Background: an optimization exercise with open tools, aiming at small area and a short achievable clock period. Do not read the settings as production practice. No driver is modelled on the clock port, so clocking that relies on it looks cheaper here than on a real chip. Power figures rest on the tool's default switching activity, not on a simulated workload.

==> flow/design.v (excerpt) <==
module alu_top(
    input             clk,
    input      [31:0] a,
    input      [31:0] b,
    input      [3:0]  aluc,
    output reg [31:0] r,
    output reg        zero,
    output reg        carry,
    output reg        negative,
    output reg        overflow
    );
Size in the first run: roughly 1500 cells after synthesis, roughly 110 I/O pins, about 9400 sq um of cells after synthesis.
Settings: LEC_CHECK=0, ABC_AREA=1, CAP_MARGIN=20, CORE_MARGIN=2, CORE_UTILIZATION=40, SETUP_SLACK_MARGIN=3.2, SLEW_MARGIN=20; clock period 6.0 ns.
standard.sh (not shown) runs the stock make flow with config.mk's settings and CLKGATE_MAP_FILE= SYNTH_SCRIPT=/design/flow/synth_recipe.tcl, a recipe that flattens the netlist after the stock synthesis.
==> flow/flow/run.sh <==
#!/bin/bash
# Layout flow: the standard synthesis, then the combinational logic is
# mapped again onto the standard cells with a delay-oriented ABC script (the
# registers, their names and cell types are kept as the standard synthesis
# made them), then the standard layout from floorplan to finish with
# buf_1 port buffers. After clock tree synthesis flow/skew.tcl delays the
# clock of the result registers (useful skew for the paths into them).
# Each tool's output goes to a log file of its own in this folder.
set -euo pipefail
here=$(pwd)
res=$here/orfs/results/${FLOW_PLATFORM}/alu_top/base
lib=$FLOW_HOME/platforms/${FLOW_PLATFORM}/lib/sky130_fd_sc_hd__tt_025C_1v80.lib
yosys_bin=$FLOW_HOME/../tools/install/yosys/bin/yosys
[[ -x $yosys_bin ]] || yosys_bin=yosys

# 1. standard synthesis
bash standard.sh synth > "$here/flow_synth.log" 2>&1

# 2. map the combinational logic again
cp "$res/1_2_yosys.v" "$here/standard_synth.v"
dont_use=""
for c in $(sed -n '/^export DONT_USE_CELLS/,/^#/p' "$FLOW_HOME/platforms/${FLOW_PLATFORM}/config.mk" | grep -o 'sky130_fd_sc_hd__[A-Za-z0-9_]*'); do
  dont_use="$dont_use -dont_use $c"
done
cat > "$here/remap.ys" <<EOS
read_liberty -ignore_miss_func $lib
read_verilog $here/standard_synth.v
hierarchy -top $FLOW_TOP
setattr -mod -set keep_hierarchy 1 sky130_fd_sc_hd__dfxtp_1
flatten
opt_clean -purge
abc -script $here/flow/remap.abc -liberty $lib $dont_use
opt_clean -purge
hilomap -singleton -hicell sky130_fd_sc_hd__conb_1 HI -locell sky130_fd_sc_hd__conb_1 LO
splitnets
opt_clean -purge
select $FLOW_TOP
tee -o $here/remap_stat.txt stat -liberty $lib
write_verilog -noattr -nohex -nodec -selected $here/remap.v
EOS
"$yosys_bin" -s "$here/remap.ys" > "$here/remap.log" 2>&1
cp "$here/remap.v" "$res/1_2_yosys.v"
rm -f "$res/1_synth.odb" "$res/1_synth.sdc"

# 3. standard layout on the new netlist
# Up to clock tree synthesis the repair aims at a slack margin of 2.2 ns
# (the skew added after it gives the result registers more); global routing's
# repair then aims at 3.2 ns with the skew in place.
bash standard.sh "BUFFER_PORTS_ARGS=-buffer_cell sky130_fd_sc_hd__buf_1" "POST_CTS_TCL=$here/flow/skew.tcl" "SETUP_SLACK_MARGIN=2.2" cts > "$here/flow_cts.log" 2>&1
bash standard.sh "BUFFER_PORTS_ARGS=-buffer_cell sky130_fd_sc_hd__buf_1" "POST_CTS_TCL=$here/flow/skew.tcl" "SETUP_SLACK_MARGIN=3.2" finish > "$here/flow_finish.log" 2>&1
==> flow/flow/remap.abc <==
strash
 dch -f
 map
 strash
 dch -f
 map
 topo
 stime -c
 buffer -c
 upsize -c
 dnsize -c
==> flow/flow/skew.tcl <==
# Delay the clock of the result registers (the alu's outputs) behind a delay
# cell and a clock buffer per clock-tree leaf net, giving the paths from the
# operand registers to them more time. Runs as ORFS's POST_CTS_TCL hook.
set skew_cells [expr {[info exists ::env(SKEW_CELLS)] ? $::env(SKEW_CELLS) : "sky130_fd_sc_hd__clkdlybuf4s50_1 sky130_fd_sc_hd__clkbuf_8"}]
set block [ord::get_db_block]
set groups [dict create]
foreach inst [$block getInsts] {
  set name [$inst getName]
  if {[regexp {^(r\\?\[[0-9]+\\?\]|zero|carry|negative|overflow)\$_DFF_P_$} $name]} {
    set net [[$inst findITerm CLK] getNet]
    dict lappend groups [$net getName] $inst
  }
}
set k 0
dict for {netname insts} $groups {
  set net [$block findNet $netname]
  set sx 0; set sy 0; set n 0
  foreach inst $insts {
    set loc [$inst getLocation]
    set sx [expr {$sx + [lindex $loc 0]}]
    set sy [expr {$sy + [lindex $loc 1]}]
    incr n
  }
  set in_net $net
  set j 0
  foreach cell $skew_cells {
    set master [[ord::get_db] findMaster $cell]
    set buf [odb::dbInst_create $block $master skewbuf_${k}_$j]
    set nnet [odb::dbNet_create $block skewnet_${k}_$j]
    $nnet setSigType CLOCK
    [$buf findITerm A] connect $in_net
    [$buf findITerm X] connect $nnet
    $buf setLocation [expr {$sx / $n}] [expr {$sy / $n}]
    $buf setPlacementStatus PLACED
    set in_net $nnet
    incr j
  }
  foreach inst $insts {
    set it [$inst findITerm CLK]
    $it disconnect
    $it connect $in_net
  }
  puts "skew: $n registers on $netname behind $j cells"
  incr k
}
global_connect
detailed_placement
check_placement
The first run produced a clean layout.
Edit:
--- a/flow/flow/run.sh
+++ b/flow/flow/run.sh
@@ -6,2 +6 @@
-# buf_1 port buffers. After clock tree synthesis flow/skew.tcl delays the
-# clock of the result registers (useful skew for the paths into them).
+# buf_1 port buffers.
@@ -46,5 +45 @@
-# Up to clock tree synthesis the repair aims at a slack margin of 2.2 ns
-# (the skew added after it gives the result registers more); global routing's
-# repair then aims at 3.2 ns with the skew in place.
-bash standard.sh "BUFFER_PORTS_ARGS=-buffer_cell sky130_fd_sc_hd__buf_1" "POST_CTS_TCL=$here/flow/skew.tcl" "SETUP_SLACK_MARGIN=2.2" cts > "$here/flow_cts.log" 2>&1
-bash standard.sh "BUFFER_PORTS_ARGS=-buffer_cell sky130_fd_sc_hd__buf_1" "POST_CTS_TCL=$here/flow/skew.tcl" "SETUP_SLACK_MARGIN=3.2" finish > "$here/flow_finish.log" 2>&1
+bash standard.sh "BUFFER_PORTS_ARGS=-buffer_cell sky130_fd_sc_hd__buf_1" finish > "$here/flow_finish.log" 2>&1
==> flow/flow/remap.abc (replaced) <==
strash
 dch -f
 map
 topo
 stime -c
 buffer -c
 upsize -c
 dnsize -c
- SETUP_SLACK_MARGIN: 3.2 -> 2.5
removed: flow/flow/skew.tcl
The changed run finished with timing, DRC and antenna clean.
Clock skew goes down by 0.63 ns.
Via count goes down by 9.2%.
Worst hold slack gets better by 0.57 ns.
Clock power came out lower by 21%.
Utilization fell by 1.2 points.
Cell area decreases by 7.0%.
Routed wire length decreases by 17%.
Power decreases by 9.3%.
Final cell count falls by 7.6%.
Global-route usage drops by 5.4 points.
Edit:
- SETUP_SLACK_MARGIN: 2.5 -> 3.0
Effect: Setup slack improves by 0.44 ns; final cell count goes up by a few percent; power came out higher by a little under a tenth; combinational power climbs by about a fifth; worst hold slack gains 0.019 ns; clock-buffer cell count is unchanged; fmax came out higher by about a fifth; non-clock buffer count rose by 64; via count goes up by a few percent; first-iteration DRC count is lower by a few percent.
Function was not checked in any run of this note: the RTL went through the layout flow alone.

## port drivers added, routing unchanged
No port has a modelled driver above. Below, the same layouts with a new extraction and two added sets of constraints.
Step 1, drivers: a clkbuf_16 drives clk and a buf_2 each remaining input, both assumed.
Step 2, shift: input delay + t, output delay - t, t = (earliest + latest rising clock arrival at the registers) / 2. This alone moves slack from input paths to output paths.
Three values: ideal ports, drivers, drivers and shift; two values: the first two.
run	t, ns	setup slack, ns	clock arrival spread, ns	worst register clock-pin slew, ns
the first run	0.749	3.203 / 3.150 / 3.268	0.655 / 0.655	0.11 / 0.11
the second run	0.422	2.551 / 2.551 / 2.551	0.021 / 0.021	0.09 / 0.09
the third run	0.435	2.990 / 2.990 / 2.990	0.030 / 0.030	0.11 / 0.11
In the first run the clock reaches the registers at very different times; t lies between them, and the last value is a rough guide only.
